Context: an optimization exercise on an open-source flow, tuned for small area, a short achievable clock period and few clock cycles per item. The choices shown serve that exercise and are no tape-out recipe. RTL that was checked went through simulation tests only; none was proved equivalent to the original. Power figures rest on the tool's default switching activity, not on a simulated workload.

Setup of red:
==> flow/design.v (excerpt) <==
module pyjamask96(
    input clk,
    input reset_n,
    input load,
    input start,
    input [7:0] byte_in,
    input [7:0] byte_key_in,
    output reg valid,
    output reg [7:0] byte_out
    );
Size: about 250 flip-flops, ~29 I/O pins, about 22000 sq um of cells after synthesis.
export LEC_CHECK = 0
export CAP_MARGIN = 20
export CORE_MARGIN = 2
export CORE_UTILIZATION = 40
export PLACE_DENSITY = 0.6
export SETUP_SLACK_MARGIN = 5
export SLEW_MARGIN = 20
create_clock -name core_clock -period 8.0 [get_ports {clk}]
standard.sh (not shown) runs the stock make flow with config.mk's settings and CLKGATE_MAP_FILE= SYNTH_SCRIPT=/design/flow/synth_recipe.tcl, a recipe that flattens the netlist after the stock synthesis.
==> flow/flow/run.sh <==
#!/bin/bash
set -euo pipefail
MARGIN=5.4
NOX3=0
PLATFORM_DONT_USE=$(sed -n '/^export DONT_USE_CELLS += \\/,/[^\\]$/p' "$FLOW_HOME/platforms/sky130hd/config.mk" | grep -o 'sky130_fd_sc_hd__[a-z0-9_]*' | tr '\n' ' ')
EXTRA=()
if [[ $NOX3 == 1 ]]; then
  EXTRA+=("DONT_USE_CELLS=$PLATFORM_DONT_USE sky130_fd_sc_hd__xor3_1 sky130_fd_sc_hd__xor3_2 sky130_fd_sc_hd__xor3_4 sky130_fd_sc_hd__xnor3_1 sky130_fd_sc_hd__xnor3_2 sky130_fd_sc_hd__xnor3_4")
fi
bash standard.sh "${EXTRA[@]}" SETUP_SLACK_MARGIN=$MARGIN finish > orfs_make.log 2>&1
--- input diff red..blue ---
--- a/flow/flow/run.sh
+++ b/flow/flow/run.sh
@@ -3,3 +3,3 @@
 MARGIN=5.4
-NOX3=0
+NOX3=1
 PLATFORM_DONT_USE=$(sed -n '/^export DONT_USE_CELLS += \\/,/[^\\]$/p' "$FLOW_HOME/platforms/sky130hd/config.mk" | grep -o 'sky130_fd_sc_hd__[a-z0-9_]*' | tr '\n' ' ')
### Flow results
Per the comparison of blue with red, post-layout worst setup margin fell by 0.046 ns; final area fell by 6.6%; first-pass GRT wire length fell by about 9%; final total power fell by about 3%; area of the mapped netlist fell by 9.6%. Comparing routed wire length for red and blue, the bigger number came from red. On count of non-CTS buffers in the layout, the lower figure sits with red, not blue. red -> blue: final instance count without filler cells increased by a few percent. Cmp red and blue / overall die area / lower: blue.
No functional check of the RTL was part of any run of this note.

========
Setup of P:
pyjamask96, a different RTL version from the one above (not shown whole).
Size: about 2,300 cells after synthesis, roughly 250 flip-flops, ~29 I/O pins, about 21,000 µm² of cells after synthesis.
export LEC_CHECK = 0
export CAP_MARGIN = 20
export CORE_MARGIN = 2
export CORE_UTILIZATION = 40
export CTS_CLUSTER_DIAMETER = 100
export CTS_CLUSTER_SIZE = 30
export GPL_ROUTABILITY_DRIVEN = 0
export PLACE_DENSITY = 0.75
export SETUP_SLACK_MARGIN = 5
export SLEW_MARGIN = 20
create_clock -name core_clock -period 8.0 [get_ports {clk}]
==> flow/flow/run.sh <==
#!/bin/bash
set -euo pipefail
MARGIN=5.4
NOX3=1
PLATFORM_DONT_USE=$(sed -n '/^export DONT_USE_CELLS += \\/,/[^\\]$/p' "$FLOW_HOME/platforms/sky130hd/config.mk" | grep -o 'sky130_fd_sc_hd__[a-z0-9_]*' | tr '\n' ' ')
EXTRA=()
if [[ $NOX3 == 1 ]]; then
  EXTRA+=("DONT_USE_CELLS=$PLATFORM_DONT_USE sky130_fd_sc_hd__xor3_1 sky130_fd_sc_hd__xor3_2 sky130_fd_sc_hd__xor3_4 sky130_fd_sc_hd__xnor3_1 sky130_fd_sc_hd__xnor3_2 sky130_fd_sc_hd__xnor3_4")
fi
bash standard.sh "${EXTRA[@]}" SETUP_SLACK_MARGIN=$MARGIN finish > orfs_make.log 2>&1
P completed every stage of the flow, and the final layout passed the timing, DRC and antenna checks.
Testbench counts of P, summed over its fixed seeds: cycles 8,256, blocks 192.
For Q, these inputs were changed with respect to P:
- PLACE_DENSITY: 0.75 -> 0.6
- GPL_ROUTABILITY_DRIVEN: 0 -> unset
-- flow/flow/run.sh --
<<< P, line 1
#!/bin/bash
set -euo pipefail
MARGIN=5.4
NOX3=1
PLATFORM_DONT_USE=$(sed -n '/^export DONT_USE_CELLS += \\/,/[^\\]$/p' "$FLOW_HOME/platforms/sky130hd/config.mk" | grep -o 'sky130_fd_sc_hd__[a-z0-9_]*' | tr '\n' ' ')
>>> Q, line 1
#!/bin/bash
set -euo pipefail
MARGIN=5.6
NOX3=1
PLATFORM_DONT_USE=$(sed -n '/^export DONT_USE_CELLS += \\/,/[^\\]$/p' "$FLOW_HOME/platforms/sky130hd/config.mk" | grep -o 'sky130_fd_sc_hd__[a-z0-9_]*' | tr '\n' ' ')
## What came out
Compared with P, in Q synthesis-to-finish area growth climbed 11 points, global-route met3 utilization dropped 4.4 points, clock skew dropped 0.0086 ns, clock period minus worst slack dropped 0.054 ns, routed length on met1 climbed 6000 µm.
There was hardly any difference in clock transition at the registers of the reported paths between Q and P.
Of P and Q, the run reporting the higher sequential power share was P.
Input-level comparison between R and Q:
==> flow/flow/run.sh <==
#!/bin/bash
set -euo pipefail
MARGIN=5.4
NOX3=1
PLATFORM_DONT_USE=$(sed -n '/^export DONT_USE_CELLS += \\/,/[^\\]$/p' "$FLOW_HOME/platforms/sky130hd/config.mk" | grep -o 'sky130_fd_sc_hd__[a-z0-9_]*' | tr '\n' ' ')
EXTRA=()
if [[ $NOX3 == 1 ]]; then
  EXTRA+=("DONT_USE_CELLS=$PLATFORM_DONT_USE sky130_fd_sc_hd__xor3_1 sky130_fd_sc_hd__xor3_2 sky130_fd_sc_hd__xor3_4 sky130_fd_sc_hd__xnor3_1 sky130_fd_sc_hd__xnor3_2 sky130_fd_sc_hd__xnor3_4")
fi
export POST_FLOORPLAN_TCL="$PWD/flow/upsize_ff.tcl"
bash standard.sh "${EXTRA[@]}" SETUP_SLACK_MARGIN=$MARGIN finish > orfs_make.log 2>&1
==> flow/flow/upsize_ff.tcl (new file) <==
# Give every plain flip-flop the 2x drive strength: the state and key bits
# each drive five gates, and their clock-to-output delay starts every round path.
foreach inst [get_cells -filter "ref_name == sky130_fd_sc_hd__dfxtp_1"] {
  replace_cell $inst sky130_fd_sc_hd__dfxtp_2
}
Findings:
Diff Q -> R: number of cells in the finished layout apart from fillers now sits lower, mean number of vias per cell now sits lower.
A source of the critical timing path of state[20] is what R shows, while state[37] belongs to Q.
R: critical path's largest stage delay higher than Q
### R -> S
- changing PLACE_DENSITY from 0.6 to 0.75
- changing CAP_MARGIN from 20 to 0
- changing SLEW_MARGIN from 20 to 0
==> flow/flow/run.sh <==
#!/bin/bash
set -euo pipefail
MARGIN=5.4
NOX3=1
PLATFORM_DONT_USE=$(sed -n '/^export DONT_USE_CELLS += \\/,/[^\\]$/p' "$FLOW_HOME/platforms/sky130hd/config.mk" | grep -o 'sky130_fd_sc_hd__[a-z0-9_]*' | tr '\n' ' ')
EXTRA=()
if [[ $NOX3 == 1 ]]; then
  EXTRA+=("DONT_USE_CELLS=$PLATFORM_DONT_USE sky130_fd_sc_hd__xor3_1 sky130_fd_sc_hd__xor3_2 sky130_fd_sc_hd__xor3_4 sky130_fd_sc_hd__xnor3_1 sky130_fd_sc_hd__xnor3_2 sky130_fd_sc_hd__xnor3_4")
fi
bash standard.sh "${EXTRA[@]}" SETUP_SLACK_MARGIN=$MARGIN finish > orfs_make.log 2>&1
removed: flow/flow/upsize_ff.tcl
Results
Going from R to S, sequential group share of total power grows by 1.9 points. As of S, total length of routed wires had fallen by a few percent compared to R. S reached the final stage; the timing, DRC and antenna checks on its layout passed. Diff R -> S: design area went down 340 µm², relative contribution of combinational cells to total power went up, routed wire length on met2 lost about 5.5%, maximum net fanout on the critical path saw a decrease, tightest hold margin up 0.028 ns. Diff R -> S | post-synthesis to final-layout area growth | decrease of 1.6 points.
What T does differently from S at the input level:
- CAP_MARGIN now 20, was 0
- SLEW_MARGIN now 20, was 0
- GPL_ROUTABILITY_DRIVEN now 0, previously not set
-- flow/flow/run.sh --
<<< S, line 1
#!/bin/bash
set -euo pipefail
MARGIN=5.4
NOX3=1
PLATFORM_DONT_USE=$(sed -n '/^export DONT_USE_CELLS += \\/,/[^\\]$/p' "$FLOW_HOME/platforms/sky130hd/config.mk" | grep -o 'sky130_fd_sc_hd__[a-z0-9_]*' | tr '\n' ' ')
>>> T, line 1
#!/bin/bash
set -euo pipefail
MARGIN=5.45
NOX3=1
PLATFORM_DONT_USE=$(sed -n '/^export DONT_USE_CELLS += \\/,/[^\\]$/p' "$FLOW_HOME/platforms/sky130hd/config.mk" | grep -o 'sky130_fd_sc_hd__[a-z0-9_]*' | tr '\n' ' ')
Findings:
- Cell type of the slowest stage on the worst timing path = sky130_fd_sc_hd__dfxtp_4: S; cell type of the slowest stage on the worst timing path = sky130_fd_sc_hd__xnor2_1: T
- Buffer count excluding the clock tree in the final layout for T is lower than for S.
- From S to T the numbers moved as follows: clock share of power went down 1.1 points; post-route clock period utilization up 0.82 points; overall power of the completed layout lower; number of clock buffers inserted by TritonCTS dropped 1.

========
pyjamask96 again, from the RTL that the note above started with.
## pyjamask96
module pyjamask96(
    input clk,
    input reset_n,
    input load,
    input start,
    input [7:0] byte_in,
    input [7:0] byte_key_in,
    output reg valid,
    output reg [7:0] byte_out
    );
    reg         ph_ld, ks1, ph_run, ph_rot;
    reg         sel_run, sel_rot, sel_ld;
    reg         vld;
    reg [7:0]   in_x;
    reg         loading;
    reg         started;
    reg [3:0]   cnt;
    reg [95:0]  state;
    reg [127:0] key;     
    wire [95:0] sl = {state[31:24], state[23:16], state[15:8], state[7:0], state[95:88], state[87:80], state[79:72], state[71:64], state[63:56], state[55:48], state[47:40], state[39:32]};    
    wire [31:0] x0 = sl[95:64], x1 = sl[63:32], x2 = sl[31:0];
    wire [31:0] k0 = key[127:96], k1 = key[95:64], k2 = key[63:32], k3 = key[31:0];
    wire g = sel_run;
    wire [31:0] sb0 = ({32{g}} & x1) ^ ({32{g}} & x0 & x2);
    wire [31:0] sb1 = ({32{g}} & x2) ^ ({32{g}} & (x0 | x1));
    wire [31:0] sb2 = ({32{g}} & x0) ^ ({32{g}} & x1 & ~x2);
    wire [31:0] mr0, mr1, mr2;
    wire [95:0] mr = {mr0, mr1, mr2};
    wire [95:0] rk = {k0, k1, ~k2};
    wire [31:0] ka = k0 ^ k1, kb = k2 ^ k3;
    wire [31:0] kx0 = k1 ^ kb;
    wire [31:0] kmk;
    wire [31:0] kx1 = k0 ^ kb, kx2 = k3 ^ ka, kx3 = k2 ^ ka;
    wire [31:0] nk0 = kmk ^ {24'h0, 4'h8, cnt};
    wire [31:0] nk1 = {kx1[7:0],  kx1[31:8]}  ^ 32'h00006a00;
    wire [31:0] nk2 = {kx2[14:0], kx2[31:15]} ^ 32'h003f0000;
    wire [31:0] nk3 = {kx3[17:0], kx3[31:18]} ^ 32'h24000000;
    wire [31:0] m0_f1;
    assign m0_f1[0] = sb0[0] ^ sb0[5];
    assign m0_f1[1] = sb0[1] ^ sb0[6];
    assign m0_f1[2] = sb0[2] ^ sb0[7];
    assign m0_f1[3] = sb0[3] ^ sb0[8];
    assign m0_f1[4] = sb0[4] ^ sb0[9];
    assign m0_f1[5] = sb0[5] ^ sb0[10];
    assign m0_f1[6] = sb0[6] ^ sb0[11];
    assign m0_f1[7] = sb0[7] ^ sb0[12];
    assign m0_f1[8] = sb0[8] ^ sb0[13];
  ...
export LEC_CHECK = 0
export CAP_MARGIN = 20
export CORE_MARGIN = 2
export CORE_UTILIZATION = 40
export CTS_CLUSTER_DIAMETER = 80
export CTS_CLUSTER_SIZE = 25
export PLACE_DENSITY = 0.6
export SETUP_SLACK_MARGIN = 5
export SLEW_MARGIN = 20
create_clock -name core_clock -period 8.0 [get_ports {clk}]
==> flow/flow/run.sh <==
#!/bin/bash
set -euo pipefail
MARGIN=5.4
NOX3=1
PLATFORM_DONT_USE=$(sed -n '/^export DONT_USE_CELLS += \\/,/[^\\]$/p' "$FLOW_HOME/platforms/sky130hd/config.mk" | grep -o 'sky130_fd_sc_hd__[a-z0-9_]*' | tr '\n' ' ')
EXTRA=()
if [[ $NOX3 == 1 ]]; then
  EXTRA+=("DONT_USE_CELLS=$PLATFORM_DONT_USE sky130_fd_sc_hd__xor3_1 sky130_fd_sc_hd__xor3_2 sky130_fd_sc_hd__xor3_4 sky130_fd_sc_hd__xnor3_1 sky130_fd_sc_hd__xnor3_2 sky130_fd_sc_hd__xnor3_4")
fi
bash standard.sh "${EXTRA[@]}" SETUP_SLACK_MARGIN=$MARGIN finish > orfs_make.log 2>&1
The first run completed with no timing, DRC or antenna violations.
Testbench counts at the start, summed over its fixed seeds: cycles 8,256, blocks 192.
Then changed:
- CORE_UTILIZATION: 40 -> 60
- CTS_CLUSTER_DIAMETER: 80 -> 100
- CTS_CLUSTER_SIZE: 25 -> 30
- PLACE_DENSITY: 0.6 -> 0.75
The changed run produced a clean layout; final area falls by 1.8%; synthesized cell count does not change; hold slack is better by 6.1 ps; sequential share of layout area rises by 0.40 points; sequential power barely changes.
Then changed:
- CORE_UTILIZATION: 60 -> 40
- TNS_END_PERCENT: unset -> 0
Non-clock buffer count drops by 38.
Setup slack gets worse by 100 ps.
Cell count went up by 7.1%.
Wire length goes down by 2.0%.
Fmax came out lower by 3.7%.

==> separate check: timing with driven ports <==
The flow's constraints put no driver on any port. The routed layouts listed below were extracted and timed again, unchanged, in two steps.
Step 1: set_driving_cell puts a clkbuf_16 on clk and a buf_2 on each other input, an assumption about the parent block.
Step 2 moves the port delays by t, midway between the first and last clock arrival at a register: inputs arrive t later, outputs are due t later. That takes back most of the time a late clock gives input paths.
Three values: ideal ports, drivers, drivers and shift; two values: the first two.
run	t (ns)	setup WS [ns]	worst setup path after step 2	latest minus earliest clock arrival (ns)	pins driven straight from the clock port
red	0.639	5.292 / 5.236 / 5.062	input to register	0.023 / 0.023	1
blue	0.655	5.246 / 5.190 / 5.052	input to register	0.026 / 0.025	1
P	0.568	5.349 / 5.298 / 5.108	input to register	0.052 / 0.052	1
Q	0.581	5.403 / 5.346 / 5.157	input to register	0.038 / 0.037	1
R	0.590	5.324 / 5.302 / 5.077	input to register	0.055 / 0.054	1
S	0.583	5.355 / 5.297 / 5.032	input to register	0.023 / 0.023	1
T	0.570	5.289 / 5.289 / 5.101	input to register	0.057 / 0.058	1
the first run of note 3	0.616	5.340 / 5.287 / 5.051	input to register	0.033 / 0.034	1
the second run of note 3	0.586	5.319 / 5.307 / 5.055	input to register	0.020 / 0.020	1
the third run of note 3	0.580	5.216 / 5.216 / 5.029	input to register	0.024 / 0.024	1
After both steps setup and hold are still met in every run listed. For S, which loses most, drivers alone change the setup slack by -0.058 ns; drivers and shift together by -0.323 ns.
